This design comes from an exercise in tuning for a short achievable clock period and few clock cycles on the open sky130 flow, not from production work. At most, simulation tests tie the RTL to the original design; equivalence was not proved. No driver is modelled on the clock port, so clock power and skew are understated where the tree is cut down; a real chip needs a root buffer or a tree. Power is estimated from default activity; no workload was simulated.

Design day4_top, start of the top module:
module day4_top( clk, rst, rom_addr, rom_data, sum_overlap, sum_contain, done );
    input clk;
    input rst;
    output [13:0] rom_addr;
    input [7:0] rom_data;
    output [15:0] sum_contain;
    output [15:0] sum_overlap;
    output done;
    function lt_hi(input [6:0] x, input [6:0] y);
        reg [6:0] g, n;
        begin
            g = ~x & y;
            n = ~x | y;    
            lt_hi = g[6] |
                    (n[6] & g[5]) |
                    (n[6] & n[5] & g[4]) |
                    (n[6] & n[5] & n[4] & g[3]);
        end
    endfunction
    function lt_lo(input [6:0] x, input [6:0] y);
        reg [6:0] g, n;
        begin
            g = ~x & y;
            n = ~x | y;
            lt_lo = g[2] |
                    (n[2] & g[1]) |
                    (n[2] & n[1] & g[0]);
        end
    endfunction
    localparam S_NEW = 0,    
               S_RA  = 1,    
               S_RD1 = 2,    
               S_RB2 = 3,    
               S_RC2 = 4,    
               S_RC  = 5,    
               S_RB3 = 6,    
               S_RD3 = 7,    
               S_RD4 = 8,    
               S_RB4 = 9,    
               S_IDL = 10;   
    localparam NS = 11;
    localparam [NS-1:0] ST_NEW = 1 << S_NEW, ST_RA = 1 << S_RA, ST_IDL = 1 << S_IDL;
    reg [13:0] addr;
    reg [7:0]  data_q;
    reg [NS-1:0] stA;
    reg [11:0]   lineA;
    reg [6:0]    aA, bA, cA, dA;
  ...
For scale: about 780 cells after synthesis, roughly 9100 um^2 of cells after synthesis.
Settings: LEC_CHECK=0, ABC_CLOCK_PERIOD_IN_PS=1500, CAP_MARGIN=20, CORE_MARGIN=2, CORE_UTILIZATION=60, PLACE_DENSITY=0.7, SETUP_SLACK_MARGIN=2.4, SLEW_MARGIN=20, TNS_END_PERCENT=100, POST_CTS_TCL=/design/flow/flow/clocktree.tcl; clock period 4.0 ns.
standard.sh (not shown) runs the stock make flow with config.mk's settings and CLKGATE_MAP_FILE= SYNTH_SCRIPT=/design/flow/synth_recipe.tcl, a recipe that flattens the netlist after the stock synthesis.
==> flow/flow/run.sh <==
#!/bin/bash
# The standard layout, with the clock tree that ORFS's CTS builds replaced
# by a two-level one (flow/clocktree.tcl, run as ORFS's POST_CTS_TCL hook).
set -euo pipefail
here=$(pwd)
echo "export POST_CTS_TCL = $here/flow/clocktree.tcl" >> config.mk
bash standard.sh finish > standard_make.log 2>&1
Other scripts of this flow, unchanged in this note and not shown: flow/flow/clocktree.tcl
Testbench counts at the start, summed over its fixed seeds: cycles 23,775.
Then changed:
--- a/flow/design.v
+++ b/flow/design.v
@@ -1,39 +1,32 @@
 `timescale 1ns / 1ps
 module day4_top( clk, rst, rom_addr, rom_data, sum_overlap, sum_contain, done );
     input clk;
     input rst;
     output [13:0] rom_addr;
     input [7:0] rom_data;
     output [15:0] sum_contain;
     output [15:0] sum_overlap;
     output done;
-    function lt_hi(input [6:0] x, input [6:0] y);
+    function lt7(input [6:0] x, input [6:0] y);
         reg [6:0] g, n;
         begin
             g = ~x & y;
             n = ~x | y;    
-            lt_hi = g[6] |
-                    (n[6] & g[5]) |
-                    (n[6] & n[5] & g[4]) |
-                    (n[6] & n[5] & n[4] & g[3]);
-        end
-    endfunction
-    function lt_lo(input [6:0] x, input [6:0] y);
-        reg [6:0] g, n;
-        begin
-            g = ~x & y;
-            n = ~x | y;
-            lt_lo = g[2] |
-                    (n[2] & g[1]) |
-                    (n[2] & n[1] & g[0]);
+            lt7 = g[6] |
+                  (n[6] & g[5]) |
+                  (n[6] & n[5] & g[4]) |
+                  (n[6] & n[5] & n[4] & g[3]) |
+                  (n[6] & n[5] & n[4] & n[3] & g[2]) |
+                  (n[6] & n[5] & n[4] & n[3] & n[2] & g[1]) |
+                  (n[6] & n[5] & n[4] & n[3] & n[2] & n[1] & g[0]);
         end
     endfunction
     localparam S_NEW = 0,    
                S_RA  = 1,    
                S_RD1 = 2,    
                S_RB2 = 3,    
                S_RC2 = 4,    
                S_RC  = 5,    
                S_RB3 = 6,    
                S_RD3 = 7,    
                S_RD4 = 8,    
@@ -44,25 +37,23 @@
     reg [13:0] addr;
     reg [7:0]  data_q;
     reg [NS-1:0] stA;
     reg [11:0]   lineA;
     reg [6:0]    aA, bA, cA, dA;
     reg          acA, caA, dbA, bdA, adA, cbA;   
     reg [NS-1:0] stB;
     reg [11:0]   lineB;
     reg [6:0]    aB, bB, cB, dB;
     reg          acB, caB, dbB, bdB, adB, cbB;
     reg          hiB;         
-    reg [3:0]    ca, cb, cd;
-    reg [2:0]    cc;
-    reg          is99, zero;
+    reg          lt_a, lt_b, lt_c, lt_d, eq_a, eq_b, eq_d, is99, zero;
     reg [NS-1:0] stC;
     reg [11:0]   lineC;
     reg [6:0]    aC, bC, cC, dC;
     reg          acC, caC, dbC, bdC, adC, cbC;
     reg          freeC;       
     reg          zeroC;       
     reg [NS-1:0] contC;       
     reg [1:0]    offC;        
     reg [NS-1:0] stD;
     reg [11:0]   lineD;
     reg [6:0]    aD, bD, cD, dD;
@@ -75,29 +66,22 @@
     reg [2:0]  fc, fo;         
     reg        int_done;
     assign rom_addr = addr;
     assign sum_contain = cnt_c;
     assign sum_overlap = cnt_o;
     assign done = int_done;
     wire [6:0] v = data_q[6:0];
     wire rd_a = stA[S_RA];
     wire rd_b = stA[S_RB2] | stA[S_RB3] | stA[S_RB4];
     wire rd_c = stA[S_RC2] | stA[S_RC];
     wire rd_d = stA[S_RD1] | stA[S_RD3] | stA[S_RD4];
-    wire lt_a = ca[0] | (~ca[1] & ca[2]);
-    wire lt_b = cb[0] | (~cb[1] & cb[2]);
-    wire lt_c = cc[0] | (~cc[1] & cc[2]);
-    wire lt_d = cd[0] | (~cd[1] & cd[2]);
-    wire eq_a = ~|ca;
-    wire eq_b = ~|cb;
-    wire eq_d = ~|cd;
     wire fin_dis  = (stB[S_RD1] & lt_a) | (stB[S_RB3] & lt_c) | (stB[S_RD4] & lt_a);
     wire fin_both = (stB[S_RB2] & eq_d) | (stB[S_RC] & eq_a) |
                     (stB[S_RB3] & ~lt_c & is99) | (stB[S_RD4] & ~lt_a & is99);
     wire fin_full = stB[S_RC2] | stB[S_RD3] | stB[S_RB4];
     wire [NS-1:0] cont;
     assign cont[S_NEW] = 1'b0;
     assign cont[S_RA]  = 1'b0;
     assign cont[S_RD1] = stB[S_RA] & hiB;
     assign cont[S_RC]  = stB[S_RA] & ~hiB;
     assign cont[S_RB2] = stB[S_RD1];
     assign cont[S_RC2] = stB[S_RB2];
@@ -185,26 +169,29 @@
                 if (fo[0]) fo[1] <= (cnt_o[7:4] == 4'd14);
                 if (fo[0] & fo[1]) fo[2] <= (cnt_o[11:8] == 4'd14);
             end
         end
         lineB <= lineA;
         aB <= rd_a ? v : aA;
         bB <= rd_b ? v : bA;
         cB <= rd_c ? v : cA;
         dB <= rd_d ? v : dA;
         acB <= acA; caB <= caA; dbB <= dbA; bdB <= bdA; adB <= adA; cbB <= cbA;
         hiB <= v[6];
-        ca <= {lt_lo(aA, v), lt_lo(v, aA), lt_hi(aA, v), lt_hi(v, aA)};
-        cb <= {lt_lo(bA, v), lt_lo(v, bA), lt_hi(bA, v), lt_hi(v, bA)};
-        cc <= {lt_lo(v, cA), lt_hi(cA, v), lt_hi(v, cA)};
-        cd <= {lt_lo(dA, v), lt_lo(v, dA), lt_hi(dA, v), lt_hi(v, dA)};
+        lt_a <= lt7(v, aA);
+        lt_b <= lt7(v, bA);
+        lt_c <= lt7(v, cA);
+        lt_d <= lt7(v, dA);
+        eq_a <= ~lt7(v, aA) & ~lt7(aA, v);
+        eq_b <= ~lt7(v, bA) & ~lt7(bA, v);
+        eq_d <= ~lt7(v, dA) & ~lt7(dA, v);
         is99 <= (v == 7'd99);
         zero <= (data_q == 8'd0);
         lineC <= lineB;
         aC <= aB; bC <= bB; cC <= cB; dC <= dB;
         acC <= n_ac; caC <= n_ca; dbC <= n_db; bdC <= n_bd; adC <= n_ad; cbC <= n_cb;
         contC <= cont;
         offC <= cont_off;
         aD <= aC; bD <= bC; cD <= cC; dD <= dC;
         acD <= acC; caD <= caC; dbD <= dbC; bdD <= bdC; adD <= adC; cbD <= cbC;
         lineA <= lineD;
         aA <= aD; bA <= bD; cA <= cD; dA <= dD;
What happened:
- The changed run completed without violations
- core utilization is higher by 1.6 points
- clock power goes up by 13%
- worst hold slack degrades by 8.9 ps
- flip-flop and latch count is lower by 8
- worst setup slack loses 9.1 ps
- wire length came out higher by 0.57%
- register-to-register slack improved by 70 ps
- via count is lower by 0.77%
- first-iteration DRC count is lower by 14%
Function not checked in the second run of this note: the RTL went through the layout flow alone. No run of this note takes its clock network from TritonCTS; it comes from the design's own scripts or RTL.

---

Another version of the RTL of day4_top (not shown whole).
For scale: ~780 cells after synthesis, ~310 flip-flops, ~57 I/O pins.
==> flow/design.v (excerpt) <==
module day4_top( clk, rst, rom_addr, rom_data, sum_overlap, sum_contain, done );
export LEC_CHECK = 0
export ABC_CLOCK_PERIOD_IN_PS = 1500
export CAP_MARGIN = 20
export CORE_MARGIN = 2
export CORE_UTILIZATION = 60
export PLACE_DENSITY = 0.7
export SETUP_SLACK_MARGIN = 2.4
export SLEW_MARGIN = 20
export TNS_END_PERCENT = 100
export POST_CTS_TCL = /design/flow/flow/clocktree.tcl
create_clock -name core_clock -period 4.0 [get_ports {clk}]
Scripts as last shown in full above: flow/flow/run.sh
Other scripts of this flow, unchanged in this note and not shown: flow/flow/clocktree.tcl
==> next run, changes <==
--- a/flow/design.v
+++ b/flow/design.v
@@ -1,32 +1,31 @@
 `timescale 1ns / 1ps
 module day4_top( clk, rst, rom_addr, rom_data, sum_overlap, sum_contain, done );
     input clk;
     input rst;
     output [13:0] rom_addr;
     input [7:0] rom_data;
     output [15:0] sum_contain;
     output [15:0] sum_overlap;
     output done;
     function lt7(input [6:0] x, input [6:0] y);
-        reg [6:0] g, n;
+        reg [6:0] e;
         begin
-            g = ~x & y;
-            n = ~x | y;    
-            lt7 = g[6] |
-                  (n[6] & g[5]) |
-                  (n[6] & n[5] & g[4]) |
-                  (n[6] & n[5] & n[4] & g[3]) |
-                  (n[6] & n[5] & n[4] & n[3] & g[2]) |
-                  (n[6] & n[5] & n[4] & n[3] & n[2] & g[1]) |
-                  (n[6] & n[5] & n[4] & n[3] & n[2] & n[1] & g[0]);
+            e = ~(x ^ y);
+            lt7 = (~x[6] & y[6]) |
+                  (e[6] & ~x[5] & y[5]) |
+                  (e[6] & e[5] & ~x[4] & y[4]) |
+                  (e[6] & e[5] & e[4] & ~x[3] & y[3]) |
+                  (e[6] & e[5] & e[4] & e[3] & ~x[2] & y[2]) |
+                  (e[6] & e[5] & e[4] & e[3] & e[2] & ~x[1] & y[1]) |
+                  (e[6] & e[5] & e[4] & e[3] & e[2] & e[1] & ~x[0] & y[0]);
         end
     endfunction
     localparam S_NEW = 0,    
                S_RA  = 1,    
                S_RD1 = 2,    
                S_RB2 = 3,    
                S_RC2 = 4,    
                S_RC  = 5,    
                S_RB3 = 6,    
                S_RD3 = 7,    
                S_RD4 = 8,    
@@ -168,25 +167,25 @@
         lineB <= lineA;
         aB <= rd_a ? v : aA;
         bB <= rd_b ? v : bA;
         cB <= rd_c ? v : cA;
         dB <= rd_d ? v : dA;
         acB <= acA; caB <= caA; dbB <= dbA; bdB <= bdA; adB <= adA; cbB <= cbA;
         hiB <= v[6];
         lt_a <= lt7(v, aA);
         lt_b <= lt7(v, bA);
         lt_c <= lt7(v, cA);
         lt_d <= lt7(v, dA);
-        eq_a <= ~lt7(v, aA) & ~lt7(aA, v);
-        eq_b <= ~lt7(v, bA) & ~lt7(bA, v);
-        eq_d <= ~lt7(v, dA) & ~lt7(dA, v);
+        eq_a <= (v == aA);
+        eq_b <= (v == bA);
+        eq_d <= (v == dA);
         is99 <= (v == 7'd99);
         zero <= (data_q == 8'd0);
         lineC <= lineB;
         aC <= aB; bC <= bB; cC <= cB; dC <= dB;
         acC <= n_ac; caC <= n_ca; dbC <= n_db; bdC <= n_bd; adC <= n_ad; cbC <= n_cb;
         contC <= cont;
         offC <= cont_off;
         aD <= aC; bD <= bC; cD <= cC; dD <= dC;
         acD <= acC; caD <= caC; dbD <= dbC; bdD <= bdC; adD <= adC; cbD <= cbC;
         lineA <= lineD;
         aA <= aD; bA <= bD; cA <= cD; dA <= dD;
After rerunning: Area after synthesis hardly moves; cell area is about the same; fmax went up slightly; synthesized cell count shrinks slightly; global-route usage drops by 0.28 points.
No run of this note included a check of the RTL's function; only the layout flow was run. In every run of this note, the design's own scripts or RTL, not TritonCTS, make the clock network.

---

Another version of the RTL of day4_top (not shown whole).
Size in the first run: roughly 780 cells after synthesis, ~57 I/O pins, about 9300 µm² of cells after synthesis.
// day4_top
module day4_top( clk, rst, rom_addr, rom_data, sum_overlap, sum_contain, done );
Settings: LEC_CHECK=0, ABC_CLOCK_PERIOD_IN_PS=1500, CAP_MARGIN=20, CORE_MARGIN=2, CORE_UTILIZATION=60, PLACE_DENSITY=0.7, SETUP_SLACK_MARGIN=2.6, SLEW_MARGIN=20, TNS_END_PERCENT=100, POST_CTS_TCL=/design/flow/flow/clocktree.tcl; clock period 4.0 ns.
Scripts as last shown in full above: flow/flow/run.sh
Other scripts of this flow, unchanged in this note and not shown: flow/flow/clocktree.tcl
The first run completed with no timing, DRC or antenna violations.
Testbench counts at the start, summed over its fixed seeds: cycles 23,751.
Rerun with:
--- a/flow/design.v
+++ b/flow/design.v
@@ -58,32 +58,35 @@
     reg [2:0]    cc;
     reg          is99, zero;
     reg [NS-1:0] stC;
     reg [11:0]   lineC;
     reg [6:0]    aC, bC, cC, dC;
     reg          acC, caC, dbC, bdC, adC, cbC;
     reg          freeC;       
     reg          zeroC;       
+    reg          bothC;       
+    reg          fullC;       
     reg [NS-1:0] contC;       
     reg [1:0]    offC;        
     reg [NS-1:0] stD;
     reg [11:0]   lineD;
     reg [6:0]    aD, bD, cD, dD;
     reg          acD, caD, dbD, bdD, adD, cbD;
     reg [11:0] next_line;
     reg        term;
     reg        rst_q;          
     reg        inc_c, inc_o;
     reg [15:0] cnt_c, cnt_o;
+    reg [15:0] out_c, out_o;   
     reg [2:0]  fc, fo;         
     reg        int_done;
     assign rom_addr = addr;
-    assign sum_contain = cnt_c;
-    assign sum_overlap = cnt_o;
+    assign sum_contain = out_c;
+    assign sum_overlap = out_o;
     assign done = int_done;
     wire [6:0] v = data_q;
     wire [6:0] w = ~data_n;    
     wire rd_a = stA[S_RA];
     wire rd_b = stA[S_RB2] | stA[S_RB3] | stA[S_RB4];
     wire rd_c = stA[S_RC2] | stA[S_RC];
     wire rd_d = stA[S_RD1] | stA[S_RD3] | stA[S_RD4];
     wire lt_a = ca[0] | (~ca[1] & ca[2]);
@@ -137,47 +140,51 @@
         if (rst) begin
             addr <= 14'd0;
             stA <= ST_NEW;
             stB <= ST_NEW;
             stC <= ST_NEW;
             stD <= ST_RA;
             freeC <= 1'b1;
             zeroC <= 1'b0;
+            bothC <= 1'b0;
+            fullC <= 1'b0;
             lineD <= 12'd0;
             next_line <= 12'd1;
             term <= 1'b0;
             int_done <= 1'b0;
         end else begin
             stB <= stA;
             stC <= stB;
             freeC <= fin_dis | fin_both | fin_full | stB[S_NEW];
             zeroC <= stB[S_RA] & zero;
+            bothC <= fin_both;
+            fullC <= fin_full;
             addr <= {n_line, n_off};
             stD <= n_st;
             lineD <= n_line;
             if (new_line)
                 next_line <= next_line + 12'd1;
             if (stC[S_RA] & zeroC)
                 term <= 1'b1;
             stA <= stD;
-            if (term & stA[S_IDL] & stB[S_IDL] & (stC[S_IDL] | stC[S_RA] | freeC) & stD[S_IDL])
+            if (term & stA[S_IDL] & stB[S_IDL] & stC[S_IDL] & stD[S_IDL])
                 int_done <= 1'b1;
         end
         rst_q <= rst;
         if (rst_q) begin
             inc_c <= 1'b0;
             inc_o <= 1'b0;
             cnt_c <= 16'd0;
             cnt_o <= 16'd0;
             fc <= 3'd0;
             fo <= 3'd0;
         end else begin
-            inc_c <= fin_both | (fin_full & ((n_ac & n_db) | (n_ca & n_bd)));
-            inc_o <= fin_both | (fin_full & n_ad & n_cb);
+            inc_c <= bothC | (fullC & ((acC & dbC) | (caC & bdC)));
+            inc_o <= bothC | (fullC & adC & cbC);
             if (inc_c) begin
                 cnt_c[3:0] <= cnt_c[3:0] + 4'd1;
                 if (fc[0]) cnt_c[7:4] <= cnt_c[7:4] + 4'd1;
                 if (fc[0] & fc[1]) cnt_c[11:8] <= cnt_c[11:8] + 4'd1;
                 if (fc[0] & fc[1] & fc[2]) cnt_c[15:12] <= cnt_c[15:12] + 4'd1;
                 fc[0] <= (cnt_c[3:0] == 4'd14);
                 if (fc[0]) fc[1] <= (cnt_c[7:4] == 4'd14);
                 if (fc[0] & fc[1]) fc[2] <= (cnt_c[11:8] == 4'd14);
@@ -186,16 +193,30 @@
                 cnt_o[3:0] <= cnt_o[3:0] + 4'd1;
                 if (fo[0]) cnt_o[7:4] <= cnt_o[7:4] + 4'd1;
                 if (fo[0] & fo[1]) cnt_o[11:8] <= cnt_o[11:8] + 4'd1;
                 if (fo[0] & fo[1] & fo[2]) cnt_o[15:12] <= cnt_o[15:12] + 4'd1;
                 fo[0] <= (cnt_o[3:0] == 4'd14);
                 if (fo[0]) fo[1] <= (cnt_o[7:4] == 4'd14);
                 if (fo[0] & fo[1]) fo[2] <= (cnt_o[11:8] == 4'd14);
             end
+        end
+        out_c <= cnt_c;
+        out_o <= cnt_o;
+        if (inc_c) begin
+            out_c[3:0] <= cnt_c[3:0] + 4'd1;
+            if (fc[0]) out_c[7:4] <= cnt_c[7:4] + 4'd1;
+            if (fc[0] & fc[1]) out_c[11:8] <= cnt_c[11:8] + 4'd1;
+            if (fc[0] & fc[1] & fc[2]) out_c[15:12] <= cnt_c[15:12] + 4'd1;
+        end
+        if (inc_o) begin
+            out_o[3:0] <= cnt_o[3:0] + 4'd1;
+            if (fo[0]) out_o[7:4] <= cnt_o[7:4] + 4'd1;
+            if (fo[0] & fo[1]) out_o[11:8] <= cnt_o[11:8] + 4'd1;
+            if (fo[0] & fo[1] & fo[2]) out_o[15:12] <= cnt_o[15:12] + 4'd1;
         end
         lineB <= lineA;
         aB <= rd_a ? v : aA;
         bB <= rd_b ? v : bA;
         cB <= rd_c ? v : cA;
         dB <= rd_d ? v : dA;
         acB <= acA; caB <= caA; dbB <= dbA; bdB <= bdA; adB <= adA; cbB <= cbA;
         hiB <= v[6];
Effect:
- The new run finished clean
- via count is higher by 0.67%
- routed wire length is lower by 0.56%
- total power is lower by 3.1%
- cell area is higher by 0.67%
- global-route usage is lower by 1.2 points
- synthesized area is higher by 8.7%
- worst hold slack gets worse by 0.0052 ns
- sequential cell count is higher by 34
Testbench counts after the change, summed over its fixed seeds: cycles 23,775.
In every run of this note, the design's own scripts or RTL, not TritonCTS, make the clock network.

[static timing again, ports no longer ideal]
How much do the figures lean on ideal ports? The routed layouts below were timed once more, with nothing changed but the port constraints. Step 1, drivers: a clkbuf_16 drives clk and a buf_2 each remaining input, both assumed. Step 2 adds t to the input delays and takes it off the output delays; t is the mean of the earliest and latest rising clock arrival at the registers after step 1. Input paths then give back, and output paths get back, about the clock's delay inside the block. Slacks: no drivers / after step 1 / after step 2; pairs: no drivers / after step 1.
run | shift t [ns] | slack for setup (ns) | worst setup path after step 2 | worst slew at a driven data input, ns
the first run of note 1 | 0.367 | 2.444 / 2.362 / 2.316 | input to register | 0.03
the second run of note 1 | 0.368 | 2.435 / 2.349 / 2.245 | input to register | 0.04
the first run of note 2 | 0.365 | 2.410 / 2.365 / 2.263 | input to register | 0.04
the second run of note 2 | 0.367 | 2.429 / 2.354 / 2.315 | input to register | 0.04
the first run of note 3 | 0.376 | 2.555 / 2.341 / 2.431 | input to register | 0.05
the second run of note 3 | 0.379 | 2.581 / 2.369 / 2.413 | input to register | 0.05
After both steps setup and hold are still met in every run listed. For the second run of note 1, which loses most, drivers alone change the setup slack by -0.086 ns; drivers and shift together by -0.190 ns.
